Context: an optimization exercise on an open-source flow, tuned for small area. The choices shown serve that exercise and are no tape-out recipe.
Function was checked by simulation only, so behaviour that the tests miss may differ from the original.

==> flow/design.v, too long to show whole: its modules and the start of the top module <==
// module odd_even_sort_stage: 25 lines
// module odd_even_sort: 875 lines
module odd_even_sort #(
    parameter n = 32,
    parameter k = 8
)
(
    input [n * k - 1:0] in,
    input clk, reset,
    output [n * k - 1:0] out
);
  // ...
==> flow/flow/run.sh <==
#!/bin/bash
# The standard layout, with plain buf_1 cells (instead of the default delay
# buffers) as the port buffers that buffer_ports puts on every input and output.
set -euo pipefail
export BUFFER_PORTS_ARGS="-buffer_cell sky130_fd_sc_hd__buf_1"
bash standard.sh > standard.log 2>&1
==> flow/standard.sh <==
#!/bin/bash
# synth_recipe.tcl (not shown) runs the flow's synth.tcl, then flattens the netlist and writes it again
# the make line also repeats each setting of config.mk as NAME=value (left out here)
make -C /OpenROAD-flow-scripts/flow DESIGN_CONFIG=/design/flow/config.mk WORK_HOME=/design/flow/orfs CLKGATE_MAP_FILE= SYNTH_SCRIPT=/design/flow/synth_recipe.tcl "${@:-finish}"
==> flow/config.mk <==
export PLATFORM = sky130hd
export DESIGN_NAME = odd_even_sort
export DESIGN_NICKNAME = odd_even_sort
export VERILOG_FILES = /design/flow/design.v
export SDC_FILE = /design/flow/constraint.sdc
export NUM_CORES = 4
export LEC_CHECK = 0
export ABC_AREA = 1
export CAP_MARGIN = 20
export CORE_MARGIN = 2
export CORE_UTILIZATION = 55
export CTS_BUF_LIST = sky130_fd_sc_hd__clkbuf_16
export CTS_CLUSTER_DIAMETER = 80
export CTS_CLUSTER_SIZE = 24
export PLACE_DENSITY = 0.68
export SETUP_SLACK_MARGIN = 0.1
export SLEW_MARGIN = 20
==> flow/constraint.sdc <==
create_clock -name core_clock -period 5.0 [get_ports {clk}]
set_input_delay 1.0000 -clock core_clock [delete_from_list [all_inputs] [get_ports {clk}]]
set_output_delay 1.0000 -clock core_clock [all_outputs]
set_load 0.01 [all_outputs]
==> flow_summary.yaml, run 1 <==
setup_path:
  path_depth: 6
  critPathArrivalTime_ns: 3.66
  cp_max_fo: 10
  crit_family: "compound AO/OA/AOI/OAI gates"
  cp-start-kind: "flop"
  crit_chain: "clkinv_1 > nor2_1 > o21ai_0 > a211o_1 > a311oi_1 > buf_1"
  crit_end: "out[165]"
  cp-startpoint: "r32[169]"
cells_and_area:
  multi_input_area_share_pct: 22.71
  seq_area_share_pct: 63.60
  antenna_cells: 6
  largestClassByArea: "sequential cells"
  syn_to_final_growth_pct: 9.107
  stdcell_count: 26460
worst_hold_path:
  holdCritPathClass: "input pin to async pin"
yosys:
  synth_cells: 20850
  synth_edf_count: 0
  synth_area_um2: 201400
  syn_nets: 21110
grt:
  grt_max_degree: 140
  antenna_found_initial: 16
  met1_usage_pct: 27.90
clock_network:
  postCtsHoldBufs: 0
  cts_tree: "done"
  cts_buffers: 345
die:
  coreArea_um2: 365000
  core.rowCount: 222
flow_run:
  drv_cap: 0
routing:
  drt_wl_total_mm: 442.9
  met2_length_mm: 206.1
  drt-met1-wl_mm: 186.1
sta:
  period_share_pct: 93.24
  hold-worst-slack_ns: 0.1470
run_status:
  status: "no timing/DRC/antenna violations"
place:
  port_buffers: 513
  dp_slack_ns: 0.5104
==> inputs of run 2 (changes only) <==
--- a/flow/design.v
+++ b/flow/design.v
@@ -52,35 +52,36 @@
     odd_even_sort_stage ce8 (.a(in[128 +: 8]), .b(in[232 +: 8]), .hi(s0[128 +: 8]), .lo(s0[232 +: 8]));
     odd_even_sort_stage ce9 (.a(in[136 +: 8]), .b(in[224 +: 8]), .hi(s0[136 +: 8]), .lo(s0[224 +: 8]));
     odd_even_sort_stage ce10 (.a(in[144 +: 8]), .b(in[248 +: 8]), .hi(s0[144 +: 8]), .lo(s0[248 +: 8]));
     odd_even_sort_stage ce11 (.a(in[152 +: 8]), .b(in[240 +: 8]), .hi(s0[152 +: 8]), .lo(s0[240 +: 8]));
     odd_even_sort_stage ce12 (.a(in[160 +: 8]), .b(in[192 +: 8]), .hi(s0[160 +: 8]), .lo(s0[192 +: 8]));
     odd_even_sort_stage ce13 (.a(in[168 +: 8]), .b(in[176 +: 8]), .hi(s0[168 +: 8]), .lo(s0[176 +: 8]));
     odd_even_sort_stage ce14 (.a(in[184 +: 8]), .b(in[216 +: 8]), .hi(s0[184 +: 8]), .lo(s0[216 +: 8]));
     odd_even_sort_stage ce15 (.a(in[200 +: 8]), .b(in[208 +: 8]), .hi(s0[200 +: 8]), .lo(s0[208 +: 8]));
-    reg [255:0] r0;
-    always @(posedge clk) r0 <= s0;
+    reg [255:0] r0;   
+    always @(posedge clk) r0 <= ~s0;
+    wire [255:0] q0 = ~r0;
     wire [255:0] s1;
-    odd_even_sort_stage ce16 (.a(r0[0 +: 8]), .b(r0[40 +: 8]), .hi(s1[0 +: 8]), .lo(s1[40 +: 8]));
-    odd_even_sort_stage ce17 (.a(r0[8 +: 8]), .b(r0[56 +: 8]), .hi(s1[8 +: 8]), .lo(s1[56 +: 8]));
-    odd_even_sort_stage ce18 (.a(r0[16 +: 8]), .b(r0[72 +: 8]), .hi(s1[16 +: 8]), .lo(s1[72 +: 8]));
-    odd_even_sort_stage ce19 (.a(r0[24 +: 8]), .b(r0[32 +: 8]), .hi(s1[24 +: 8]), .lo(s1[32 +: 8]));
-    odd_even_sort_stage ce20 (.a(r0[48 +: 8]), .b(r0[104 +: 8]), .hi(s1[48 +: 8]), .lo(s1[104 +: 8]));
-    odd_even_sort_stage ce21 (.a(r0[64 +: 8]), .b(r0[112 +: 8]), .hi(s1[64 +: 8]), .lo(s1[112 +: 8]));
-    odd_even_sort_stage ce22 (.a(r0[80 +: 8]), .b(r0[120 +: 8]), .hi(s1[80 +: 8]), .lo(s1[120 +: 8]));
-    odd_even_sort_stage ce23 (.a(r0[88 +: 8]), .b(r0[96 +: 8]), .hi(s1[88 +: 8]), .lo(s1[96 +: 8]));
-    odd_even_sort_stage ce24 (.a(r0[128 +: 8]), .b(r0[168 +: 8]), .hi(s1[128 +: 8]), .lo(s1[168 +: 8]));
-    odd_even_sort_stage ce25 (.a(r0[136 +: 8]), .b(r0[184 +: 8]), .hi(s1[136 +: 8]), .lo(s1[184 +: 8]));
-    odd_even_sort_stage ce26 (.a(r0[144 +: 8]), .b(r0[200 +: 8]), .hi(s1[144 +: 8]), .lo(s1[200 +: 8]));
-    odd_even_sort_stage ce27 (.a(r0[152 +: 8]), .b(r0[160 +: 8]), .hi(s1[152 +: 8]), .lo(s1[160 +: 8]));
-    odd_even_sort_stage ce28 (.a(r0[176 +: 8]), .b(r0[232 +: 8]), .hi(s1[176 +: 8]), .lo(s1[232 +: 8]));
-    odd_even_sort_stage ce29 (.a(r0[192 +: 8]), .b(r0[240 +: 8]), .hi(s1[192 +: 8]), .lo(s1[240 +: 8]));
-    odd_even_sort_stage ce30 (.a(r0[208 +: 8]), .b(r0[248 +: 8]), .hi(s1[208 +: 8]), .lo(s1[248 +: 8]));
-    odd_even_sort_stage ce31 (.a(r0[216 +: 8]), .b(r0[224 +: 8]), .hi(s1[216 +: 8]), .lo(s1[224 +: 8]));
+    odd_even_sort_stage ce16 (.a(q0[0 +: 8]), .b(q0[40 +: 8]), .hi(s1[0 +: 8]), .lo(s1[40 +: 8]));
+    odd_even_sort_stage ce17 (.a(q0[8 +: 8]), .b(q0[56 +: 8]), .hi(s1[8 +: 8]), .lo(s1[56 +: 8]));
+    odd_even_sort_stage ce18 (.a(q0[16 +: 8]), .b(q0[72 +: 8]), .hi(s1[16 +: 8]), .lo(s1[72 +: 8]));
+    odd_even_sort_stage ce19 (.a(q0[24 +: 8]), .b(q0[32 +: 8]), .hi(s1[24 +: 8]), .lo(s1[32 +: 8]));
+    odd_even_sort_stage ce20 (.a(q0[48 +: 8]), .b(q0[104 +: 8]), .hi(s1[48 +: 8]), .lo(s1[104 +: 8]));
+    odd_even_sort_stage ce21 (.a(q0[64 +: 8]), .b(q0[112 +: 8]), .hi(s1[64 +: 8]), .lo(s1[112 +: 8]));
+    odd_even_sort_stage ce22 (.a(q0[80 +: 8]), .b(q0[120 +: 8]), .hi(s1[80 +: 8]), .lo(s1[120 +: 8]));
+    odd_even_sort_stage ce23 (.a(q0[88 +: 8]), .b(q0[96 +: 8]), .hi(s1[88 +: 8]), .lo(s1[96 +: 8]));
+    odd_even_sort_stage ce24 (.a(q0[128 +: 8]), .b(q0[168 +: 8]), .hi(s1[128 +: 8]), .lo(s1[168 +: 8]));
+    odd_even_sort_stage ce25 (.a(q0[136 +: 8]), .b(q0[184 +: 8]), .hi(s1[136 +: 8]), .lo(s1[184 +: 8]));
+    odd_even_sort_stage ce26 (.a(q0[144 +: 8]), .b(q0[200 +: 8]), .hi(s1[144 +: 8]), .lo(s1[200 +: 8]));
+    odd_even_sort_stage ce27 (.a(q0[152 +: 8]), .b(q0[160 +: 8]), .hi(s1[152 +: 8]), .lo(s1[160 +: 8]));
+    odd_even_sort_stage ce28 (.a(q0[176 +: 8]), .b(q0[232 +: 8]), .hi(s1[176 +: 8]), .lo(s1[232 +: 8]));
+    odd_even_sort_stage ce29 (.a(q0[192 +: 8]), .b(q0[240 +: 8]), .hi(s1[192 +: 8]), .lo(s1[240 +: 8]));
+    odd_even_sort_stage ce30 (.a(q0[208 +: 8]), .b(q0[248 +: 8]), .hi(s1[208 +: 8]), .lo(s1[248 +: 8]));
+    odd_even_sort_stage ce31 (.a(q0[216 +: 8]), .b(q0[224 +: 8]), .hi(s1[216 +: 8]), .lo(s1[224 +: 8]));
     wire [255:0] s2;
     odd_even_sort_stage ce32 (.a(s1[0 +: 8]), .b(s1[8 +: 8]), .hi(s2[0 +: 8]), .lo(s2[8 +: 8]));
     odd_even_sort_stage ce33 (.a(s1[16 +: 8]), .b(s1[24 +: 8]), .hi(s2[16 +: 8]), .lo(s2[24 +: 8]));
     odd_even_sort_stage ce34 (.a(s1[32 +: 8]), .b(s1[40 +: 8]), .hi(s2[32 +: 8]), .lo(s2[40 +: 8]));
     odd_even_sort_stage ce35 (.a(s1[48 +: 8]), .b(s1[64 +: 8]), .hi(s2[48 +: 8]), .lo(s2[64 +: 8]));
     odd_even_sort_stage ce36 (.a(s1[56 +: 8]), .b(s1[72 +: 8]), .hi(s2[56 +: 8]), .lo(s2[72 +: 8]));
     odd_even_sort_stage ce37 (.a(s1[80 +: 8]), .b(s1[88 +: 8]), .hi(s2[80 +: 8]), .lo(s2[88 +: 8]));
     odd_even_sort_stage ce38 (.a(s1[96 +: 8]), .b(s1[104 +: 8]), .hi(s2[96 +: 8]), .lo(s2[104 +: 8]));
@@ -88,35 +89,36 @@
     odd_even_sort_stage ce40 (.a(s1[128 +: 8]), .b(s1[136 +: 8]), .hi(s2[128 +: 8]), .lo(s2[136 +: 8]));
     odd_even_sort_stage ce41 (.a(s1[144 +: 8]), .b(s1[152 +: 8]), .hi(s2[144 +: 8]), .lo(s2[152 +: 8]));
     odd_even_sort_stage ce42 (.a(s1[160 +: 8]), .b(s1[168 +: 8]), .hi(s2[160 +: 8]), .lo(s2[168 +: 8]));
     odd_even_sort_stage ce43 (.a(s1[176 +: 8]), .b(s1[192 +: 8]), .hi(s2[176 +: 8]), .lo(s2[192 +: 8]));
     odd_even_sort_stage ce44 (.a(s1[184 +: 8]), .b(s1[200 +: 8]), .hi(s2[184 +: 8]), .lo(s2[200 +: 8]));
     odd_even_sort_stage ce45 (.a(s1[208 +: 8]), .b(s1[216 +: 8]), .hi(s2[208 +: 8]), .lo(s2[216 +: 8]));
     odd_even_sort_stage ce46 (.a(s1[224 +: 8]), .b(s1[232 +: 8]), .hi(s2[224 +: 8]), .lo(s2[232 +: 8]));
     odd_even_sort_stage ce47 (.a(s1[240 +: 8]), .b(s1[248 +: 8]), .hi(s2[240 +: 8]), .lo(s2[248 +: 8]));
-    reg [255:0] r1;
-    always @(posedge clk) r1 <= s2;
+    reg [255:0] r1;   
+    always @(posedge clk) r1 <= ~s2;
+    wire [255:0] q1 = ~r1;
     wire [255:0] s3;
-    odd_even_sort_stage ce48 (.a(r1[0 +: 8]), .b(r1[16 +: 8]), .hi(s3[0 +: 8]), .lo(s3[16 +: 8]));
-    odd_even_sort_stage ce49 (.a(r1[8 +: 8]), .b(r1[24 +: 8]), .hi(s3[8 +: 8]), .lo(s3[24 +: 8]));
-    odd_even_sort_stage ce50 (.a(r1[32 +: 8]), .b(r1[80 +: 8]), .hi(s3[32 +: 8]), .lo(s3[80 +: 8]));
-    odd_even_sort_stage ce51 (.a(r1[40 +: 8]), .b(r1[88 +: 8]), .hi(s3[40 +: 8]), .lo(s3[88 +: 8]));
-    odd_even_sort_stage ce52 (.a(r1[48 +: 8]), .b(r1[56 +: 8]), .hi(s3[48 +: 8]), .lo(s3[56 +: 8]));
-    odd_even_sort_stage ce53 (.a(r1[64 +: 8]), .b(r1[72 +: 8]), .hi(s3[64 +: 8]), .lo(s3[72 +: 8]));
-    odd_even_sort_stage ce54 (.a(r1[96 +: 8]), .b(r1[112 +: 8]), .hi(s3[96 +: 8]), .lo(s3[112 +: 8]));
-    odd_even_sort_stage ce55 (.a(r1[104 +: 8]), .b(r1[120 +: 8]), .hi(s3[104 +: 8]), .lo(s3[120 +: 8]));
-    odd_even_sort_stage ce56 (.a(r1[128 +: 8]), .b(r1[144 +: 8]), .hi(s3[128 +: 8]), .lo(s3[144 +: 8]));
-    odd_even_sort_stage ce57 (.a(r1[136 +: 8]), .b(r1[152 +: 8]), .hi(s3[136 +: 8]), .lo(s3[152 +: 8]));
-    odd_even_sort_stage ce58 (.a(r1[160 +: 8]), .b(r1[208 +: 8]), .hi(s3[160 +: 8]), .lo(s3[208 +: 8]));
-    odd_even_sort_stage ce59 (.a(r1[168 +: 8]), .b(r1[216 +: 8]), .hi(s3[168 +: 8]), .lo(s3[216 +: 8]));
-    odd_even_sort_stage ce60 (.a(r1[176 +: 8]), .b(r1[184 +: 8]), .hi(s3[176 +: 8]), .lo(s3[184 +: 8]));
-    odd_even_sort_stage ce61 (.a(r1[192 +: 8]), .b(r1[200 +: 8]), .hi(s3[192 +: 8]), .lo(s3[200 +: 8]));
-    odd_even_sort_stage ce62 (.a(r1[224 +: 8]), .b(r1[240 +: 8]), .hi(s3[224 +: 8]), .lo(s3[240 +: 8]));
-    odd_even_sort_stage ce63 (.a(r1[232 +: 8]), .b(r1[248 +: 8]), .hi(s3[232 +: 8]), .lo(s3[248 +: 8]));
+    odd_even_sort_stage ce48 (.a(q1[0 +: 8]), .b(q1[16 +: 8]), .hi(s3[0 +: 8]), .lo(s3[16 +: 8]));
+    odd_even_sort_stage ce49 (.a(q1[8 +: 8]), .b(q1[24 +: 8]), .hi(s3[8 +: 8]), .lo(s3[24 +: 8]));
+    odd_even_sort_stage ce50 (.a(q1[32 +: 8]), .b(q1[80 +: 8]), .hi(s3[32 +: 8]), .lo(s3[80 +: 8]));
+    odd_even_sort_stage ce51 (.a(q1[40 +: 8]), .b(q1[88 +: 8]), .hi(s3[40 +: 8]), .lo(s3[88 +: 8]));
+    odd_even_sort_stage ce52 (.a(q1[48 +: 8]), .b(q1[56 +: 8]), .hi(s3[48 +: 8]), .lo(s3[56 +: 8]));
+    odd_even_sort_stage ce53 (.a(q1[64 +: 8]), .b(q1[72 +: 8]), .hi(s3[64 +: 8]), .lo(s3[72 +: 8]));
+    odd_even_sort_stage ce54 (.a(q1[96 +: 8]), .b(q1[112 +: 8]), .hi(s3[96 +: 8]), .lo(s3[112 +: 8]));
+    odd_even_sort_stage ce55 (.a(q1[104 +: 8]), .b(q1[120 +: 8]), .hi(s3[104 +: 8]), .lo(s3[120 +: 8]));
+    odd_even_sort_stage ce56 (.a(q1[128 +: 8]), .b(q1[144 +: 8]), .hi(s3[128 +: 8]), .lo(s3[144 +: 8]));
+    odd_even_sort_stage ce57 (.a(q1[136 +: 8]), .b(q1[152 +: 8]), .hi(s3[136 +: 8]), .lo(s3[152 +: 8]));
+    odd_even_sort_stage ce58 (.a(q1[160 +: 8]), .b(q1[208 +: 8]), .hi(s3[160 +: 8]), .lo(s3[208 +: 8]));
+    odd_even_sort_stage ce59 (.a(q1[168 +: 8]), .b(q1[216 +: 8]), .hi(s3[168 +: 8]), .lo(s3[216 +: 8]));
+    odd_even_sort_stage ce60 (.a(q1[176 +: 8]), .b(q1[184 +: 8]), .hi(s3[176 +: 8]), .lo(s3[184 +: 8]));
+    odd_even_sort_stage ce61 (.a(q1[192 +: 8]), .b(q1[200 +: 8]), .hi(s3[192 +: 8]), .lo(s3[200 +: 8]));
+    odd_even_sort_stage ce62 (.a(q1[224 +: 8]), .b(q1[240 +: 8]), .hi(s3[224 +: 8]), .lo(s3[240 +: 8]));
+    odd_even_sort_stage ce63 (.a(q1[232 +: 8]), .b(q1[248 +: 8]), .hi(s3[232 +: 8]), .lo(s3[248 +: 8]));
     wire [255:0] s4;
     odd_even_sort_stage ce64 (.a(s3[8 +: 8]), .b(s3[16 +: 8]), .hi(s4[8 +: 8]), .lo(s4[16 +: 8]));
     odd_even_sort_stage ce65 (.a(s3[24 +: 8]), .b(s3[96 +: 8]), .hi(s4[24 +: 8]), .lo(s4[96 +: 8]));
     odd_even_sort_stage ce66 (.a(s3[32 +: 8]), .b(s3[48 +: 8]), .hi(s4[32 +: 8]), .lo(s4[48 +: 8]));
     odd_even_sort_stage ce67 (.a(s3[40 +: 8]), .b(s3[56 +: 8]), .hi(s4[40 +: 8]), .lo(s4[56 +: 8]));
     odd_even_sort_stage ce68 (.a(s3[64 +: 8]), .b(s3[80 +: 8]), .hi(s4[64 +: 8]), .lo(s4[80 +: 8]));
     odd_even_sort_stage ce69 (.a(s3[72 +: 8]), .b(s3[88 +: 8]), .hi(s4[72 +: 8]), .lo(s4[88 +: 8]));
     odd_even_sort_stage ce70 (.a(s3[104 +: 8]), .b(s3[112 +: 8]), .hi(s4[104 +: 8]), .lo(s4[112 +: 8]));
@@ -124,39 +126,40 @@
     odd_even_sort_stage ce72 (.a(s3[152 +: 8]), .b(s3[224 +: 8]), .hi(s4[152 +: 8]), .lo(s4[224 +: 8]));
     odd_even_sort_stage ce73 (.a(s3[160 +: 8]), .b(s3[176 +: 8]), .hi(s4[160 +: 8]), .lo(s4[176 +: 8]));
     odd_even_sort_stage ce74 (.a(s3[168 +: 8]), .b(s3[184 +: 8]), .hi(s4[168 +: 8]), .lo(s4[184 +: 8]));
     odd_even_sort_stage ce75 (.a(s3[192 +: 8]), .b(s3[208 +: 8]), .hi(s4[192 +: 8]), .lo(s4[208 +: 8]));
     odd_even_sort_stage ce76 (.a(s3[200 +: 8]), .b(s3[216 +: 8]), .hi(s4[200 +: 8]), .lo(s4[216 +: 8]));
     odd_even_sort_stage ce77 (.a(s3[232 +: 8]), .b(s3[240 +: 8]), .hi(s4[232 +: 8]), .lo(s4[240 +: 8]));
     odd_even_sort_stage ce78 (.a(s3[0 +: 8]), .b(s3[128 +: 8]), .hi(s4[0 +: 8]), .lo(s4[128 +: 8]));
     odd_even_sort_stage ce79 (.a(s3[120 +: 8]), .b(s3[248 +: 8]), .hi(s4[120 +: 8]), .lo(s4[248 +: 8]));
-    reg [255:0] r2;
-    always @(posedge clk) r2 <= s4;
+    reg [255:0] r2;   
+    always @(posedge clk) r2 <= ~s4;
+    wire [255:0] q2 = ~r2;
     wire [255:0] s5;
-    odd_even_sort_stage ce80 (.a(r2[8 +: 8]), .b(r2[32 +: 8]), .hi(s5[8 +: 8]), .lo(s5[32 +: 8]));
-    odd_even_sort_stage ce81 (.a(r2[16 +: 8]), .b(r2[48 +: 8]), .hi(s5[16 +: 8]), .lo(s5[48 +: 8]));
-    odd_even_sort_stage ce82 (.a(r2[40 +: 8]), .b(r2[64 +: 8]), .hi(s5[40 +: 8]), .lo(s5[64 +: 8]));
-    odd_even_sort_stage ce83 (.a(r2[56 +: 8]), .b(r2[80 +: 8]), .hi(s5[56 +: 8]), .lo(s5[80 +: 8]));
-    odd_even_sort_stage ce84 (.a(r2[72 +: 8]), .b(r2[104 +: 8]), .hi(s5[72 +: 8]), .lo(s5[104 +: 8]));
-    odd_even_sort_stage ce85 (.a(r2[88 +: 8]), .b(r2[112 +: 8]), .hi(s5[88 +: 8]), .lo(s5[112 +: 8]));
-    odd_even_sort_stage ce86 (.a(r2[136 +: 8]), .b(r2[160 +: 8]), .hi(s5[136 +: 8]), .lo(s5[160 +: 8]));
-    odd_even_sort_stage ce87 (.a(r2[144 +: 8]), .b(r2[176 +: 8]), .hi(s5[144 +: 8]), .lo(s5[176 +: 8]));
-    odd_even_sort_stage ce88 (.a(r2[168 +: 8]), .b(r2[192 +: 8]), .hi(s5[168 +: 8]), .lo(s5[192 +: 8]));
-    odd_even_sort_stage ce89 (.a(r2[184 +: 8]), .b(r2[208 +: 8]), .hi(s5[184 +: 8]), .lo(s5[208 +: 8]));
-    odd_even_sort_stage ce90 (.a(r2[200 +: 8]), .b(r2[232 +: 8]), .hi(s5[200 +: 8]), .lo(s5[232 +: 8]));
-    odd_even_sort_stage ce91 (.a(r2[216 +: 8]), .b(r2[240 +: 8]), .hi(s5[216 +: 8]), .lo(s5[240 +: 8]));
-    assign s5[0 +: 8] = r2[0 +: 8];
-    assign s5[24 +: 8] = r2[24 +: 8];
-    assign s5[96 +: 8] = r2[96 +: 8];
-    assign s5[120 +: 8] = r2[120 +: 8];
-    assign s5[128 +: 8] = r2[128 +: 8];
-    assign s5[152 +: 8] = r2[152 +: 8];
-    assign s5[224 +: 8] = r2[224 +: 8];
-    assign s5[248 +: 8] = r2[248 +: 8];
+    odd_even_sort_stage ce80 (.a(q2[8 +: 8]), .b(q2[32 +: 8]), .hi(s5[8 +: 8]), .lo(s5[32 +: 8]));
+    odd_even_sort_stage ce81 (.a(q2[16 +: 8]), .b(q2[48 +: 8]), .hi(s5[16 +: 8]), .lo(s5[48 +: 8]));
+    odd_even_sort_stage ce82 (.a(q2[40 +: 8]), .b(q2[64 +: 8]), .hi(s5[40 +: 8]), .lo(s5[64 +: 8]));
+    odd_even_sort_stage ce83 (.a(q2[56 +: 8]), .b(q2[80 +: 8]), .hi(s5[56 +: 8]), .lo(s5[80 +: 8]));
+    odd_even_sort_stage ce84 (.a(q2[72 +: 8]), .b(q2[104 +: 8]), .hi(s5[72 +: 8]), .lo(s5[104 +: 8]));
+    odd_even_sort_stage ce85 (.a(q2[88 +: 8]), .b(q2[112 +: 8]), .hi(s5[88 +: 8]), .lo(s5[112 +: 8]));
+    odd_even_sort_stage ce86 (.a(q2[136 +: 8]), .b(q2[160 +: 8]), .hi(s5[136 +: 8]), .lo(s5[160 +: 8]));
+    odd_even_sort_stage ce87 (.a(q2[144 +: 8]), .b(q2[176 +: 8]), .hi(s5[144 +: 8]), .lo(s5[176 +: 8]));
+    odd_even_sort_stage ce88 (.a(q2[168 +: 8]), .b(q2[192 +: 8]), .hi(s5[168 +: 8]), .lo(s5[192 +: 8]));
+    odd_even_sort_stage ce89 (.a(q2[184 +: 8]), .b(q2[208 +: 8]), .hi(s5[184 +: 8]), .lo(s5[208 +: 8]));
+    odd_even_sort_stage ce90 (.a(q2[200 +: 8]), .b(q2[232 +: 8]), .hi(s5[200 +: 8]), .lo(s5[232 +: 8]));
+    odd_even_sort_stage ce91 (.a(q2[216 +: 8]), .b(q2[240 +: 8]), .hi(s5[216 +: 8]), .lo(s5[240 +: 8]));
+    assign s5[0 +: 8] = q2[0 +: 8];
+    assign s5[24 +: 8] = q2[24 +: 8];
+    assign s5[96 +: 8] = q2[96 +: 8];
+    assign s5[120 +: 8] = q2[120 +: 8];
+    assign s5[128 +: 8] = q2[128 +: 8];
+    assign s5[152 +: 8] = q2[152 +: 8];
+    assign s5[224 +: 8] = q2[224 +: 8];
+    assign s5[248 +: 8] = q2[248 +: 8];
     wire [255:0] s6;
     odd_even_sort_stage ce92 (.a(s5[16 +: 8]), .b(s5[32 +: 8]), .hi(s6[16 +: 8]), .lo(s6[32 +: 8]));
     odd_even_sort_stage ce93 (.a(s5[24 +: 8]), .b(s5[48 +: 8]), .hi(s6[24 +: 8]), .lo(s6[48 +: 8]));
     odd_even_sort_stage ce94 (.a(s5[72 +: 8]), .b(s5[96 +: 8]), .hi(s6[72 +: 8]), .lo(s6[96 +: 8]));
     odd_even_sort_stage ce95 (.a(s5[88 +: 8]), .b(s5[104 +: 8]), .hi(s6[88 +: 8]), .lo(s6[104 +: 8]));
     odd_even_sort_stage ce96 (.a(s5[144 +: 8]), .b(s5[160 +: 8]), .hi(s6[144 +: 8]), .lo(s6[160 +: 8]));
     odd_even_sort_stage ce97 (.a(s5[152 +: 8]), .b(s5[176 +: 8]), .hi(s6[152 +: 8]), .lo(s6[176 +: 8]));
     odd_even_sort_stage ce98 (.a(s5[200 +: 8]), .b(s5[224 +: 8]), .hi(s6[200 +: 8]), .lo(s6[224 +: 8]));
@@ -170,41 +173,42 @@
     assign s6[80 +: 8] = s5[80 +: 8];
     assign s6[120 +: 8] = s5[120 +: 8];
     assign s6[128 +: 8] = s5[128 +: 8];
     assign s6[168 +: 8] = s5[168 +: 8];
     assign s6[184 +: 8] = s5[184 +: 8];
     assign s6[192 +: 8] = s5[192 +: 8];
     assign s6[208 +: 8] = s5[208 +: 8];
     assign s6[248 +: 8] = s5[248 +: 8];
-    reg [255:0] r3;
-    always @(posedge clk) r3 <= s6;
+    reg [255:0] r3;   
+    always @(posedge clk) r3 <= ~s6;
+    wire [255:0] q3 = ~r3;
     wire [255:0] s7;
-    odd_even_sort_stage ce102 (.a(r3[24 +: 8]), .b(r3[40 +: 8]), .hi(s7[24 +: 8]), .lo(s7[40 +: 8]));
-    odd_even_sort_stage ce103 (.a(r3[48 +: 8]), .b(r3[64 +: 8]), .hi(s7[48 +: 8]), .lo(s7[64 +: 8]));
-    odd_even_sort_stage ce104 (.a(r3[56 +: 8]), .b(r3[72 +: 8]), .hi(s7[56 +: 8]), .lo(s7[72 +: 8]));
-    odd_even_sort_stage ce105 (.a(r3[80 +: 8]), .b(r3[96 +: 8]), .hi(s7[80 +: 8]), .lo(s7[96 +: 8]));
-    odd_even_sort_stage ce106 (.a(r3[152 +: 8]), .b(r3[168 +: 8]), .hi(s7[152 +: 8]), .lo(s7[168 +: 8]));
-    odd_even_sort_stage ce107 (.a(r3[176 +: 8]), .b(r3[192 +: 8]), .hi(s7[176 +: 8]), .lo(s7[192 +: 8]));
-    odd_even_sort_stage ce108 (.a(r3[184 +: 8]), .b(r3[200 +: 8]), .hi(s7[184 +: 8]), .lo(s7[200 +: 8]));
-    odd_even_sort_stage ce109 (.a(r3[208 +: 8]), .b(r3[224 +: 8]), .hi(s7[208 +: 8]), .lo(s7[224 +: 8]));
-    odd_even_sort_stage ce110 (.a(r3[16 +: 8]), .b(r3[144 +: 8]), .hi(s7[16 +: 8]), .lo(s7[144 +: 8]));
-    odd_even_sort_stage ce111 (.a(r3[104 +: 8]), .b(r3[232 +: 8]), .hi(s7[104 +: 8]), .lo(s7[232 +: 8]));
-    assign s7[0 +: 8] = r3[0 +: 8];
-    assign s7[8 +: 8] = r3[8 +: 8];
-    assign s7[32 +: 8] = r3[32 +: 8];
-    assign s7[88 +: 8] = r3[88 +: 8];
-    assign s7[112 +: 8] = r3[112 +: 8];
-    assign s7[120 +: 8] = r3[120 +: 8];
-    assign s7[128 +: 8] = r3[128 +: 8];
-    assign s7[136 +: 8] = r3[136 +: 8];
-    assign s7[160 +: 8] = r3[160 +: 8];
-    assign s7[216 +: 8] = r3[216 +: 8];
-    assign s7[240 +: 8] = r3[240 +: 8];
-    assign s7[248 +: 8] = r3[248 +: 8];
+    odd_even_sort_stage ce102 (.a(q3[24 +: 8]), .b(q3[40 +: 8]), .hi(s7[24 +: 8]), .lo(s7[40 +: 8]));
+    odd_even_sort_stage ce103 (.a(q3[48 +: 8]), .b(q3[64 +: 8]), .hi(s7[48 +: 8]), .lo(s7[64 +: 8]));
+    odd_even_sort_stage ce104 (.a(q3[56 +: 8]), .b(q3[72 +: 8]), .hi(s7[56 +: 8]), .lo(s7[72 +: 8]));
+    odd_even_sort_stage ce105 (.a(q3[80 +: 8]), .b(q3[96 +: 8]), .hi(s7[80 +: 8]), .lo(s7[96 +: 8]));
+    odd_even_sort_stage ce106 (.a(q3[152 +: 8]), .b(q3[168 +: 8]), .hi(s7[152 +: 8]), .lo(s7[168 +: 8]));
+    odd_even_sort_stage ce107 (.a(q3[176 +: 8]), .b(q3[192 +: 8]), .hi(s7[176 +: 8]), .lo(s7[192 +: 8]));
+    odd_even_sort_stage ce108 (.a(q3[184 +: 8]), .b(q3[200 +: 8]), .hi(s7[184 +: 8]), .lo(s7[200 +: 8]));
+    odd_even_sort_stage ce109 (.a(q3[208 +: 8]), .b(q3[224 +: 8]), .hi(s7[208 +: 8]), .lo(s7[224 +: 8]));
+    odd_even_sort_stage ce110 (.a(q3[16 +: 8]), .b(q3[144 +: 8]), .hi(s7[16 +: 8]), .lo(s7[144 +: 8]));
+    odd_even_sort_stage ce111 (.a(q3[104 +: 8]), .b(q3[232 +: 8]), .hi(s7[104 +: 8]), .lo(s7[232 +: 8]));
+    assign s7[0 +: 8] = q3[0 +: 8];
+    assign s7[8 +: 8] = q3[8 +: 8];
+    assign s7[32 +: 8] = q3[32 +: 8];
+    assign s7[88 +: 8] = q3[88 +: 8];
+    assign s7[112 +: 8] = q3[112 +: 8];
+    assign s7[120 +: 8] = q3[120 +: 8];
+    assign s7[128 +: 8] = q3[128 +: 8];
+    assign s7[136 +: 8] = q3[136 +: 8];
+    assign s7[160 +: 8] = q3[160 +: 8];
+    assign s7[216 +: 8] = q3[216 +: 8];
+    assign s7[240 +: 8] = q3[240 +: 8];
+    assign s7[248 +: 8] = q3[248 +: 8];
     wire [255:0] s8;
     odd_even_sort_stage ce112 (.a(s7[24 +: 8]), .b(s7[32 +: 8]), .hi(s8[24 +: 8]), .lo(s8[32 +: 8]));
     odd_even_sort_stage ce113 (.a(s7[40 +: 8]), .b(s7[48 +: 8]), .hi(s8[40 +: 8]), .lo(s8[48 +: 8]));
     odd_even_sort_stage ce114 (.a(s7[56 +: 8]), .b(s7[64 +: 8]), .hi(s8[56 +: 8]), .lo(s8[64 +: 8]));
     odd_even_sort_stage ce115 (.a(s7[72 +: 8]), .b(s7[80 +: 8]), .hi(s8[72 +: 8]), .lo(s8[80 +: 8]));
     odd_even_sort_stage ce116 (.a(s7[88 +: 8]), .b(s7[96 +: 8]), .hi(s8[88 +: 8]), .lo(s8[96 +: 8]));
     odd_even_sort_stage ce117 (.a(s7[152 +: 8]), .b(s7[160 +: 8]), .hi(s8[152 +: 8]), .lo(s8[160 +: 8]));
     odd_even_sort_stage ce118 (.a(s7[168 +: 8]), .b(s7[176 +: 8]), .hi(s8[168 +: 8]), .lo(s8[176 +: 8]));
@@ -218,41 +222,42 @@
     assign s8[112 +: 8] = s7[112 +: 8];
     assign s8[120 +: 8] = s7[120 +: 8];
     assign s8[128 +: 8] = s7[128 +: 8];
     assign s8[136 +: 8] = s7[136 +: 8];
     assign s8[144 +: 8] = s7[144 +: 8];
     assign s8[232 +: 8] = s7[232 +: 8];
     assign s8[240 +: 8] = s7[240 +: 8];
     assign s8[248 +: 8] = s7[248 +: 8];
-    reg [255:0] r4;
-    always @(posedge clk) r4 <= s8;
+    reg [255:0] r4;   
+    always @(posedge clk) r4 <= ~s8;
+    wire [255:0] q4 = ~r4;
     wire [255:0] s9;
-    odd_even_sort_stage ce122 (.a(r4[48 +: 8]), .b(r4[56 +: 8]), .hi(s9[48 +: 8]), .lo(s9[56 +: 8]));
-    odd_even_sort_stage ce123 (.a(r4[64 +: 8]), .b(r4[72 +: 8]), .hi(s9[64 +: 8]), .lo(s9[72 +: 8]));
-    odd_even_sort_stage ce124 (.a(r4[176 +: 8]), .b(r4[184 +: 8]), .hi(s9[176 +: 8]), .lo(s9[184 +: 8]));
-    odd_even_sort_stage ce125 (.a(r4[192 +: 8]), .b(r4[200 +: 8]), .hi(s9[192 +: 8]), .lo(s9[200 +: 8]));
-    odd_even_sort_stage ce126 (.a(r4[24 +: 8]), .b(r4[152 +: 8]), .hi(s9[24 +: 8]), .lo(s9[152 +: 8]));
-    odd_even_sort_stage ce127 (.a(r4[32 +: 8]), .b(r4[160 +: 8]), .hi(s9[32 +: 8]), .lo(s9[160 +: 8]));
-    odd_even_sort_stage ce128 (.a(r4[40 +: 8]), .b(r4[168 +: 8]), .hi(s9[40 +: 8]), .lo(s9[168 +: 8]));
-    odd_even_sort_stage ce129 (.a(r4[80 +: 8]), .b(r4[208 +: 8]), .hi(s9[80 +: 8]), .lo(s9[208 +: 8]));
-    odd_even_sort_stage ce130 (.a(r4[88 +: 8]), .b(r4[216 +: 8]), .hi(s9[88 +: 8]), .lo(s9[216 +: 8]));
-    odd_even_sort_stage ce131 (.a(r4[96 +: 8]), .b(r4[224 +: 8]), .hi(s9[96 +: 8]), .lo(s9[224 +: 8]));
-    assign s9[0 +: 8] = r4[0 +: 8];
-    assign s9[8 +: 8] = r4[8 +: 8];
-    assign s9[16 +: 8] = r4[16 +: 8];
-    assign s9[104 +: 8] = r4[104 +: 8];
-    assign s9[112 +: 8] = r4[112 +: 8];
-    assign s9[120 +: 8] = r4[120 +: 8];
-    assign s9[128 +: 8] = r4[128 +: 8];
-    assign s9[136 +: 8] = r4[136 +: 8];
-    assign s9[144 +: 8] = r4[144 +: 8];
-    assign s9[232 +: 8] = r4[232 +: 8];
-    assign s9[240 +: 8] = r4[240 +: 8];
-    assign s9[248 +: 8] = r4[248 +: 8];
+    odd_even_sort_stage ce122 (.a(q4[48 +: 8]), .b(q4[56 +: 8]), .hi(s9[48 +: 8]), .lo(s9[56 +: 8]));
+    odd_even_sort_stage ce123 (.a(q4[64 +: 8]), .b(q4[72 +: 8]), .hi(s9[64 +: 8]), .lo(s9[72 +: 8]));
+    odd_even_sort_stage ce124 (.a(q4[176 +: 8]), .b(q4[184 +: 8]), .hi(s9[176 +: 8]), .lo(s9[184 +: 8]));
+    odd_even_sort_stage ce125 (.a(q4[192 +: 8]), .b(q4[200 +: 8]), .hi(s9[192 +: 8]), .lo(s9[200 +: 8]));
+    odd_even_sort_stage ce126 (.a(q4[24 +: 8]), .b(q4[152 +: 8]), .hi(s9[24 +: 8]), .lo(s9[152 +: 8]));
+    odd_even_sort_stage ce127 (.a(q4[32 +: 8]), .b(q4[160 +: 8]), .hi(s9[32 +: 8]), .lo(s9[160 +: 8]));
+    odd_even_sort_stage ce128 (.a(q4[40 +: 8]), .b(q4[168 +: 8]), .hi(s9[40 +: 8]), .lo(s9[168 +: 8]));
+    odd_even_sort_stage ce129 (.a(q4[80 +: 8]), .b(q4[208 +: 8]), .hi(s9[80 +: 8]), .lo(s9[208 +: 8]));
+    odd_even_sort_stage ce130 (.a(q4[88 +: 8]), .b(q4[216 +: 8]), .hi(s9[88 +: 8]), .lo(s9[216 +: 8]));
+    odd_even_sort_stage ce131 (.a(q4[96 +: 8]), .b(q4[224 +: 8]), .hi(s9[96 +: 8]), .lo(s9[224 +: 8]));
+    assign s9[0 +: 8] = q4[0 +: 8];
+    assign s9[8 +: 8] = q4[8 +: 8];
+    assign s9[16 +: 8] = q4[16 +: 8];
+    assign s9[104 +: 8] = q4[104 +: 8];
+    assign s9[112 +: 8] = q4[112 +: 8];
+    assign s9[120 +: 8] = q4[120 +: 8];
+    assign s9[128 +: 8] = q4[128 +: 8];
+    assign s9[136 +: 8] = q4[136 +: 8];
+    assign s9[144 +: 8] = q4[144 +: 8];
+    assign s9[232 +: 8] = q4[232 +: 8];
+    assign s9[240 +: 8] = q4[240 +: 8];
+    assign s9[248 +: 8] = q4[248 +: 8];
     wire [255:0] s10;
     odd_even_sort_stage ce132 (.a(s9[48 +: 8]), .b(s9[176 +: 8]), .hi(s10[48 +: 8]), .lo(s10[176 +: 8]));
     odd_even_sort_stage ce133 (.a(s9[56 +: 8]), .b(s9[184 +: 8]), .hi(s10[56 +: 8]), .lo(s10[184 +: 8]));
     odd_even_sort_stage ce134 (.a(s9[64 +: 8]), .b(s9[192 +: 8]), .hi(s10[64 +: 8]), .lo(s10[192 +: 8]));
     odd_even_sort_stage ce135 (.a(s9[72 +: 8]), .b(s9[200 +: 8]), .hi(s10[72 +: 8]), .lo(s10[200 +: 8]));
     odd_even_sort_stage ce136 (.a(s9[80 +: 8]), .b(s9[144 +: 8]), .hi(s10[80 +: 8]), .lo(s10[144 +: 8]));
     odd_even_sort_stage ce137 (.a(s9[88 +: 8]), .b(s9[152 +: 8]), .hi(s10[88 +: 8]), .lo(s10[152 +: 8]));
     odd_even_sort_stage ce138 (.a(s9[96 +: 8]), .b(s9[160 +: 8]), .hi(s10[96 +: 8]), .lo(s10[160 +: 8]));
@@ -268,43 +273,44 @@
     assign s10[128 +: 8] = s9[128 +: 8];
     assign s10[136 +: 8] = s9[136 +: 8];
     assign s10[208 +: 8] = s9[208 +: 8];
     assign s10[216 +: 8] = s9[216 +: 8];
     assign s10[224 +: 8] = s9[224 +: 8];
     assign s10[232 +: 8] = s9[232 +: 8];
     assign s10[240 +: 8] = s9[240 +: 8];
     assign s10[248 +: 8] = s9[248 +: 8];
-    reg [255:0] r5;
-    always @(posedge clk) r5 <= s10;
+    reg [255:0] r5;   
+    always @(posedge clk) r5 <= ~s10;
+    wire [255:0] q5 = ~r5;
     wire [255:0] s11;
-    odd_even_sort_stage ce140 (.a(r5[64 +: 8]), .b(r5[128 +: 8]), .hi(s11[64 +: 8]), .lo(s11[128 +: 8]));
-    odd_even_sort_stage ce141 (.a(r5[72 +: 8]), .b(r5[136 +: 8]), .hi(s11[72 +: 8]), .lo(s11[136 +: 8]));
-    odd_even_sort_stage ce142 (.a(r5[112 +: 8]), .b(r5[176 +: 8]), .hi(s11[112 +: 8]), .lo(s11[176 +: 8]));
-    odd_even_sort_stage ce143 (.a(r5[120 +: 8]), .b(r5[184 +: 8]), .hi(s11[120 +: 8]), .lo(s11[184 +: 8]));
-    odd_even_sort_stage ce144 (.a(r5[48 +: 8]), .b(r5[80 +: 8]), .hi(s11[48 +: 8]), .lo(s11[80 +: 8]));
-    odd_even_sort_stage ce145 (.a(r5[56 +: 8]), .b(r5[88 +: 8]), .hi(s11[56 +: 8]), .lo(s11[88 +: 8]));
-    odd_even_sort_stage ce146 (.a(r5[160 +: 8]), .b(r5[192 +: 8]), .hi(s11[160 +: 8]), .lo(s11[192 +: 8]));
-    odd_even_sort_stage ce147 (.a(r5[168 +: 8]), .b(r5[200 +: 8]), .hi(s11[168 +: 8]), .lo(s11[200 +: 8]));
-    assign s11[0 +: 8] = r5[0 +: 8];
-    assign s11[8 +: 8] = r5[8 +: 8];
-    assign s11[16 +: 8] = r5[16 +: 8];
-    assign s11[24 +: 8] = r5[24 +: 8];
-    assign s11[32 +: 8] = r5[32 +: 8];
-    assign s11[40 +: 8] = r5[40 +: 8];
-    assign s11[96 +: 8] = r5[96 +: 8];
-    assign s11[104 +: 8] = r5[104 +: 8];
-    assign s11[144 +: 8] = r5[144 +: 8];
-    assign s11[152 +: 8] = r5[152 +: 8];
-    assign s11[208 +: 8] = r5[208 +: 8];
-    assign s11[216 +: 8] = r5[216 +: 8];
-    assign s11[224 +: 8] = r5[224 +: 8];
-    assign s11[232 +: 8] = r5[232 +: 8];
-    assign s11[240 +: 8] = r5[240 +: 8];
-    assign s11[248 +: 8] = r5[248 +: 8];
+    odd_even_sort_stage ce140 (.a(q5[64 +: 8]), .b(q5[128 +: 8]), .hi(s11[64 +: 8]), .lo(s11[128 +: 8]));
+    odd_even_sort_stage ce141 (.a(q5[72 +: 8]), .b(q5[136 +: 8]), .hi(s11[72 +: 8]), .lo(s11[136 +: 8]));
+    odd_even_sort_stage ce142 (.a(q5[112 +: 8]), .b(q5[176 +: 8]), .hi(s11[112 +: 8]), .lo(s11[176 +: 8]));
+    odd_even_sort_stage ce143 (.a(q5[120 +: 8]), .b(q5[184 +: 8]), .hi(s11[120 +: 8]), .lo(s11[184 +: 8]));
+    odd_even_sort_stage ce144 (.a(q5[48 +: 8]), .b(q5[80 +: 8]), .hi(s11[48 +: 8]), .lo(s11[80 +: 8]));
+    odd_even_sort_stage ce145 (.a(q5[56 +: 8]), .b(q5[88 +: 8]), .hi(s11[56 +: 8]), .lo(s11[88 +: 8]));
+    odd_even_sort_stage ce146 (.a(q5[160 +: 8]), .b(q5[192 +: 8]), .hi(s11[160 +: 8]), .lo(s11[192 +: 8]));
+    odd_even_sort_stage ce147 (.a(q5[168 +: 8]), .b(q5[200 +: 8]), .hi(s11[168 +: 8]), .lo(s11[200 +: 8]));
+    assign s11[0 +: 8] = q5[0 +: 8];
+    assign s11[8 +: 8] = q5[8 +: 8];
+    assign s11[16 +: 8] = q5[16 +: 8];
+    assign s11[24 +: 8] = q5[24 +: 8];
+    assign s11[32 +: 8] = q5[32 +: 8];
+    assign s11[40 +: 8] = q5[40 +: 8];
+    assign s11[96 +: 8] = q5[96 +: 8];
+    assign s11[104 +: 8] = q5[104 +: 8];
+    assign s11[144 +: 8] = q5[144 +: 8];
+    assign s11[152 +: 8] = q5[152 +: 8];
+    assign s11[208 +: 8] = q5[208 +: 8];
+    assign s11[216 +: 8] = q5[216 +: 8];
+    assign s11[224 +: 8] = q5[224 +: 8];
+    assign s11[232 +: 8] = q5[232 +: 8];
+    assign s11[240 +: 8] = q5[240 +: 8];
+    assign s11[248 +: 8] = q5[248 +: 8];
     wire [255:0] s12;
     odd_even_sort_stage ce148 (.a(s11[32 +: 8]), .b(s11[64 +: 8]), .hi(s12[32 +: 8]), .lo(s12[64 +: 8]));
     odd_even_sort_stage ce149 (.a(s11[40 +: 8]), .b(s11[72 +: 8]), .hi(s12[40 +: 8]), .lo(s12[72 +: 8]));
     odd_even_sort_stage ce150 (.a(s11[96 +: 8]), .b(s11[128 +: 8]), .hi(s12[96 +: 8]), .lo(s12[128 +: 8]));
     odd_even_sort_stage ce151 (.a(s11[104 +: 8]), .b(s11[136 +: 8]), .hi(s12[104 +: 8]), .lo(s12[136 +: 8]));
     odd_even_sort_stage ce152 (.a(s11[112 +: 8]), .b(s11[144 +: 8]), .hi(s12[112 +: 8]), .lo(s12[144 +: 8]));
     odd_even_sort_stage ce153 (.a(s11[120 +: 8]), .b(s11[152 +: 8]), .hi(s12[120 +: 8]), .lo(s12[152 +: 8]));
     odd_even_sort_stage ce154 (.a(s11[176 +: 8]), .b(s11[208 +: 8]), .hi(s12[176 +: 8]), .lo(s12[208 +: 8]));
@@ -320,37 +326,38 @@
     assign s12[160 +: 8] = s11[160 +: 8];
     assign s12[168 +: 8] = s11[168 +: 8];
     assign s12[192 +: 8] = s11[192 +: 8];
     assign s12[200 +: 8] = s11[200 +: 8];
     assign s12[224 +: 8] = s11[224 +: 8];
     assign s12[232 +: 8] = s11[232 +: 8];
     assign s12[240 +: 8] = s11[240 +: 8];
     assign s12[248 +: 8] = s11[248 +: 8];
-    reg [255:0] r6;
-    always @(posedge clk) r6 <= s12;
+    reg [255:0] r6;   
+    always @(posedge clk) r6 <= ~s12;
+    wire [255:0] q6 = ~r6;
     wire [255:0] s13;
-    odd_even_sort_stage ce156 (.a(r6[16 +: 8]), .b(r6[32 +: 8]), .hi(s13[16 +: 8]), .lo(s13[32 +: 8]));
-    odd_even_sort_stage ce157 (.a(r6[24 +: 8]), .b(r6[40 +: 8]), .hi(s13[24 +: 8]), .lo(s13[40 +: 8]));
-    odd_even_sort_stage ce158 (.a(r6[48 +: 8]), .b(r6[64 +: 8]), .hi(s13[48 +: 8]), .lo(s13[64 +: 8]));
-    odd_even_sort_stage ce159 (.a(r6[56 +: 8]), .b(r6[72 +: 8]), .hi(s13[56 +: 8]), .lo(s13[72 +: 8]));
-    odd_even_sort_stage ce160 (.a(r6[80 +: 8]), .b(r6[96 +: 8]), .hi(s13[80 +: 8]), .lo(s13[96 +: 8]));
-    odd_even_sort_stage ce161 (.a(r6[88 +: 8]), .b(r6[104 +: 8]), .hi(s13[88 +: 8]), .lo(s13[104 +: 8]));
-    odd_even_sort_stage ce162 (.a(r6[112 +: 8]), .b(r6[128 +: 8]), .hi(s13[112 +: 8]), .lo(s13[128 +: 8]));
-    odd_even_sort_stage ce163 (.a(r6[120 +: 8]), .b(r6[136 +: 8]), .hi(s13[120 +: 8]), .lo(s13[136 +: 8]));
-    odd_even_sort_stage ce164 (.a(r6[144 +: 8]), .b(r6[160 +: 8]), .hi(s13[144 +: 8]), .lo(s13[160 +: 8]));
-    odd_even_sort_stage ce165 (.a(r6[152 +: 8]), .b(r6[168 +: 8]), .hi(s13[152 +: 8]), .lo(s13[168 +: 8]));
-    odd_even_sort_stage ce166 (.a(r6[176 +: 8]), .b(r6[192 +: 8]), .hi(s13[176 +: 8]), .lo(s13[192 +: 8]));
-    odd_even_sort_stage ce167 (.a(r6[184 +: 8]), .b(r6[200 +: 8]), .hi(s13[184 +: 8]), .lo(s13[200 +: 8]));
-    odd_even_sort_stage ce168 (.a(r6[208 +: 8]), .b(r6[224 +: 8]), .hi(s13[208 +: 8]), .lo(s13[224 +: 8]));
-    odd_even_sort_stage ce169 (.a(r6[216 +: 8]), .b(r6[232 +: 8]), .hi(s13[216 +: 8]), .lo(s13[232 +: 8]));
-    assign s13[0 +: 8] = r6[0 +: 8];
-    assign s13[8 +: 8] = r6[8 +: 8];
-    assign s13[240 +: 8] = r6[240 +: 8];
-    assign s13[248 +: 8] = r6[248 +: 8];
+    odd_even_sort_stage ce156 (.a(q6[16 +: 8]), .b(q6[32 +: 8]), .hi(s13[16 +: 8]), .lo(s13[32 +: 8]));
+    odd_even_sort_stage ce157 (.a(q6[24 +: 8]), .b(q6[40 +: 8]), .hi(s13[24 +: 8]), .lo(s13[40 +: 8]));
+    odd_even_sort_stage ce158 (.a(q6[48 +: 8]), .b(q6[64 +: 8]), .hi(s13[48 +: 8]), .lo(s13[64 +: 8]));
+    odd_even_sort_stage ce159 (.a(q6[56 +: 8]), .b(q6[72 +: 8]), .hi(s13[56 +: 8]), .lo(s13[72 +: 8]));
+    odd_even_sort_stage ce160 (.a(q6[80 +: 8]), .b(q6[96 +: 8]), .hi(s13[80 +: 8]), .lo(s13[96 +: 8]));
+    odd_even_sort_stage ce161 (.a(q6[88 +: 8]), .b(q6[104 +: 8]), .hi(s13[88 +: 8]), .lo(s13[104 +: 8]));
+    odd_even_sort_stage ce162 (.a(q6[112 +: 8]), .b(q6[128 +: 8]), .hi(s13[112 +: 8]), .lo(s13[128 +: 8]));
+    odd_even_sort_stage ce163 (.a(q6[120 +: 8]), .b(q6[136 +: 8]), .hi(s13[120 +: 8]), .lo(s13[136 +: 8]));
+    odd_even_sort_stage ce164 (.a(q6[144 +: 8]), .b(q6[160 +: 8]), .hi(s13[144 +: 8]), .lo(s13[160 +: 8]));
+    odd_even_sort_stage ce165 (.a(q6[152 +: 8]), .b(q6[168 +: 8]), .hi(s13[152 +: 8]), .lo(s13[168 +: 8]));
+    odd_even_sort_stage ce166 (.a(q6[176 +: 8]), .b(q6[192 +: 8]), .hi(s13[176 +: 8]), .lo(s13[192 +: 8]));
+    odd_even_sort_stage ce167 (.a(q6[184 +: 8]), .b(q6[200 +: 8]), .hi(s13[184 +: 8]), .lo(s13[200 +: 8]));
+    odd_even_sort_stage ce168 (.a(q6[208 +: 8]), .b(q6[224 +: 8]), .hi(s13[208 +: 8]), .lo(s13[224 +: 8]));
+    odd_even_sort_stage ce169 (.a(q6[216 +: 8]), .b(q6[232 +: 8]), .hi(s13[216 +: 8]), .lo(s13[232 +: 8]));
+    assign s13[0 +: 8] = q6[0 +: 8];
+    assign s13[8 +: 8] = q6[8 +: 8];
+    assign s13[240 +: 8] = q6[240 +: 8];
+    assign s13[248 +: 8] = q6[248 +: 8];
     wire [255:0] s14;
     odd_even_sort_stage ce170 (.a(s13[8 +: 8]), .b(s13[16 +: 8]), .hi(s14[8 +: 8]), .lo(s14[16 +: 8]));
     odd_even_sort_stage ce171 (.a(s13[24 +: 8]), .b(s13[32 +: 8]), .hi(s14[24 +: 8]), .lo(s14[32 +: 8]));
     odd_even_sort_stage ce172 (.a(s13[40 +: 8]), .b(s13[48 +: 8]), .hi(s14[40 +: 8]), .lo(s14[48 +: 8]));
     odd_even_sort_stage ce173 (.a(s13[56 +: 8]), .b(s13[64 +: 8]), .hi(s14[56 +: 8]), .lo(s14[64 +: 8]));
     odd_even_sort_stage ce174 (.a(s13[72 +: 8]), .b(s13[80 +: 8]), .hi(s14[72 +: 8]), .lo(s14[80 +: 8]));
     odd_even_sort_stage ce175 (.a(s13[88 +: 8]), .b(s13[96 +: 8]), .hi(s14[88 +: 8]), .lo(s14[96 +: 8]));
     odd_even_sort_stage ce176 (.a(s13[104 +: 8]), .b(s13[112 +: 8]), .hi(s14[104 +: 8]), .lo(s14[112 +: 8]));
@@ -673,69 +680,69 @@
     wire [4:0] c7;
     assign c7[4] = t7[15];
     assign c7[3] = t7[{c7[4], 4'b0111}];
     assign c7[2] = t7[{c7[4:3], 3'b011}];
     assign c7[1] = t7[{c7[4:2], 2'b01}];
     assign c7[0] = t7[{c7[4:1], 1'b0}];
     assign enc[190 +: 5] = c7;
     assign enc[195 +: 3] = s14[253 +: 3];
-    reg [197:0] r7;
-    always @(posedge clk) r7 <= enc;
-    reg [197:0] r8;
+    reg [197:0] r7;   
+    always @(posedge clk) r7 <= ~enc;
+    reg [197:0] r8;   
     always @(posedge clk) r8 <= r7;
-    reg [197:0] r9;
+    reg [197:0] r9;   
     always @(posedge clk) r9 <= r8;
-    reg [197:0] r10;
+    reg [197:0] r10;   
     always @(posedge clk) r10 <= r9;
-    reg [197:0] r11;
+    reg [197:0] r11;   
     always @(posedge clk) r11 <= r10;
-    reg [197:0] r12;
+    reg [197:0] r12;   
     always @(posedge clk) r12 <= r11;
-    reg [197:0] r13;
+    reg [197:0] r13;   
     always @(posedge clk) r13 <= r12;
-    reg [197:0] r14;
+    reg [197:0] r14;   
     always @(posedge clk) r14 <= r13;
-    reg [197:0] r15;
+    reg [197:0] r15;   
     always @(posedge clk) r15 <= r14;
-    reg [197:0] r16;
+    reg [197:0] r16;   
     always @(posedge clk) r16 <= r15;
-    reg [197:0] r17;
+    reg [197:0] r17;   
     always @(posedge clk) r17 <= r16;
-    reg [197:0] r18;
+    reg [197:0] r18;   
     always @(posedge clk) r18 <= r17;
-    reg [197:0] r19;
+    reg [197:0] r19;   
     always @(posedge clk) r19 <= r18;
-    reg [197:0] r20;
+    reg [197:0] r20;   
     always @(posedge clk) r20 <= r19;
-    reg [197:0] r21;
+    reg [197:0] r21;   
     always @(posedge clk) r21 <= r20;
-    reg [197:0] r22;
+    reg [197:0] r22;   
     always @(posedge clk) r22 <= r21;
-    reg [197:0] r23;
+    reg [197:0] r23;   
     always @(posedge clk) r23 <= r22;
-    reg [197:0] r24;
+    reg [197:0] r24;   
     always @(posedge clk) r24 <= r23;
-    reg [197:0] r25;
+    reg [197:0] r25;   
     always @(posedge clk) r25 <= r24;
-    reg [197:0] r26;
+    reg [197:0] r26;   
     always @(posedge clk) r26 <= r25;
-    reg [197:0] r27;
+    reg [197:0] r27;   
     always @(posedge clk) r27 <= r26;
-    reg [197:0] r28;
+    reg [197:0] r28;   
     always @(posedge clk) r28 <= r27;
-    reg [197:0] r29;
+    reg [197:0] r29;   
     always @(posedge clk) r29 <= r28;
-    reg [197:0] r30;
+    reg [197:0] r30;   
     always @(posedge clk) r30 <= r29;
-    reg [197:0] r31;
+    reg [197:0] r31;   
     always @(posedge clk) r31 <= r30;
-    reg [197:0] r32;
+    reg [197:0] r32;   
     always @(posedge clk) r32 <= r31;
-    wire [197:0] g = r32;
+    wire [197:0] g = ~r32;
     wire [255:0] dec;
     wire [4:0] d1 = g[160 +: 5];
     wire [4:0] d2 = g[165 +: 5];
     wire [4:0] d3 = g[170 +: 5];
     wire [4:0] d4 = g[175 +: 5];
     wire [4:0] d5 = g[180 +: 5];
     wire [4:0] d6 = g[185 +: 5];
     wire [4:0] d7 = g[190 +: 5];
==> flow_summary.yaml, run 2 <==
run_status:
  status: "no timing/DRC/antenna violations"
routing:
  wl_per_cell_um: 18.39
  vias: 129900
  drt_wl_total_mm: 485.2
  ant_nets: 0
  dr.pass1.iters: 8
  drc: 0
  drt_iter0_drc: 9074
  vias_per_cell: 4.922
place:
  dp_hpwl_mm: 374.6
  routabilityCongestion: 1.016
  port_buffers: 513
  placed_area_um2: 210200
yosys:
  dominantRegCellSynth: "dfxtp_1"
  synth_area_leaders: "dfxtp_1 (69%), nand2_1 (7.4%), o21ai_0 (6.5%), inv_1 (4.6%), nor2_1 (2.9%)"
  synth_cells: 20600
  synth-xor-area-share_pct: 0
  synthMuxAreaShare_pct: 0.004988
  avgSynthCellArea_um2: 9.743
  synth_seq_cells: 6973
  synth_area_um2: 200700
  synth_edf_count: 0
  ys_async_sr_fraction_pct: 0.4733
  yosys.area.top_type: "dfxtp_1"
  yosysTopAreaCellShare_pct: 69.23
  yosysUniqueCellTypes: 72
  synth_common_cells: "dfxtp_1 (6,940), nand2_1 (3,977), o21ai_0 (2,606)"
  synth_simple_gate_area_share_pct: 12.52
  synth_compound_area_share_pct: 12.13
  synth_top_family_by_area: "simple AND/OR/NAND/NOR gates"
  yosysWarnings: 1
  syn_nets: 20860
  synth_most_common_cell: "dfxtp_1"
  ys_seq_area_share_pct: 69.64
  synth-adder-area-share_pct: 0.07980
sta:
  fin_setup_tns_ns: 0
  slew_headroom_pct: 23.40
  final_max_slew_viol_count: 0
  post-route-min-period_ns: 4.533
  worstMarginPinSlew_ns: 1.137
  skew_ns: 0.06487
  fmax_mhz: 220.6
  setup_viol: 0
  period_share_pct: 90.66
  hold-worst-slack_ns: 0.08957
  timing_hold_violations_final: 0
  rsz0062_at_grt: "true"
cells_and_area:
  layout_common_cells: "dfxtp_1 (6,940), nand2_1 (3,976), o21ai_0 (2,580)"
  syn_to_final_growth_pct: 9.889
  drive_above_1_share_pct: 4.968
  fillers: 30030
  multi_input_comb_area_um2: 49720
  seq_area_um2: 139800
  layout.cells.most_common: "dfxtp_1"
  final_area_um2: 220500
  finalNetCount: 21710
clock_network:
  postCtsHoldBufs: 0
  cts_max_level: 5
  clock_path_buffers: 4
  cts_sinks: 6973
  clk-insertion-delay-late_ns: 0.98
  clk_root_buffer_cell: "clkbuf_16"
  cts_tree: "done"
  cts_buffers: 349
  path_clk_slew_ns: 0.09
setup_path:
  cp_max_fo: 7
  cp-end-kind: "output port"
  critPathArrivalTime_ns: 3.53
  required_ns: 4.00
  cp-start-kind: "flop"
  reg2reg_depth: 19
  r2r-end: "r4[187]"
  reg2reg_from: "r3[177]"
  worst-setup-path-type: "flop to output port"
  reg2reg_slack_ns: 0.55
grt:
  grt_pass1_vias: 119000
  grt_max_degree: 65
  grt_overflow: 0
  track_usage_pct: 25.36
  antenna_found_initial: 31
  grt_pass1_wl_mm: 710.3
flow_run:
  drv_cap: 0
die:
  dieArea_um2: 369700
  io_pins: 514
  die_h_um: 608.1
  core.rowCount: 221
  start_util_pct: 55.32
  coreArea_um2: 362800
  die_w_um: 608.1
worst_hold_path:
  holdCritPathClass: "input pin to async pin"
-- run 2: cell count changes after synthesis, sizes merged, moves of 20 or more --
| cell | delta |
|---|---|
| nor2 | +126 |
| inv | -152 |
| a21oi | -37 |
| nand3 | -32 |
| o21a | -20 |
| nor3 | -21 |
| o22ai | +39 |
| nand2 | -221 |
-- run 2: area by class of cell --
type,instances,share of cell area [%]
Multi-Input combinational cell,10660,22.55
Timing Repair Buffer,959,2.419
Tap cell,4794,2.720
Antenna cell,47,0.05333
Sequential cell,6973,63.38
Inverter,2510,4.278
Clock buffer,350,3.972
Clock inverter,86,0.6377
-- run 2: worst max-delay path by stage --
stage / startpoint / to / slack, ns / depth (start not counted)
after global routing: r6[50] / r7[190] / 0.06 / 31
after detailed placement: r6[109] / r7[190] / 0.56 / 27
final: r32[176] / out[181] / 0.47 / 8
after CTS: r32[176] / out[181] / 0.46 / 8
after global placement: r6[180] / r7[165] / 0.54 / 31
after floorplan: r6[143] / r7[160] / 1.66 / 35
-- run 2: through the flow --
stage	setup WS (ns)	std cells	utilization [%]
after floorplan	1.662	20600	-
after global placement	0.5441	25900	57.94
after detailed placement	0.5596	25900	57.94
after CTS	0.4607	26330	60.75
after global routing	0.05652	26370	60.78
final	0.4668	26380	60.79
-- run 2: what timing repair did --
| item | CTS | global route |
|---|---|---|
| resized for setup | 0 | 5 |
| setup buffers | 0 | 0 |
| endpoints found under the setup margin | 0 | 7 |
-- run 2: layer usage --
metal  wire length [um]  global-route usage, %  vias up
met2             235700                  44.90     3056
met1             198300                  29.77    58620
met5                 12                      0        -
li1                   -                      -    67260
met3              18280                  2.566      920
met4              32910                  15.09        2
-- run 2: logic make-up after synthesis --
group	after synthesis
compound gates	4359
fa+ha+maj	16
buf+inv	2964
flops	6973
mux	1
other cells	1
simple gates	6284
-- run 2: worst max-delay path, stage by stage (launching register included) --
cell and delay, ns:
dfxtp_1 0.66, nor2_1 0.17, o21ai_0 0.82, a21oi_1 0.13, inv_1 0.16, o21ai_0 0.09, o21ai_0 0.18, a31oi_1 0.14
buf_1 0.23

## what the ideal ports hide
The flow's constraints put no driver on any port. The routed layouts listed below were extracted and timed again, unchanged, in two steps.
Step 1 assumes that a clkbuf_16 drives the clock port and a buf_2 every other input.
Step 2 also shifts input and output timing later by t, the mid clock arrival at the registers, as if the neighbouring blocks saw the same clock.
Three values: ideal ports, drivers, drivers and shift; two values: the first two.
| run | t (ns) | slack for setup (ns) | latest minus earliest clock arrival (ns) |
|---|---|---|---|
| run 1 | 1.042 | 0.338 / 0.222 / 0.542 | 0.086 / 0.085 |
| run 2 | 1.050 | 0.467 / 0.349 / 0.552 | 0.114 / 0.114 |
After both steps setup and hold are still met in every run listed.
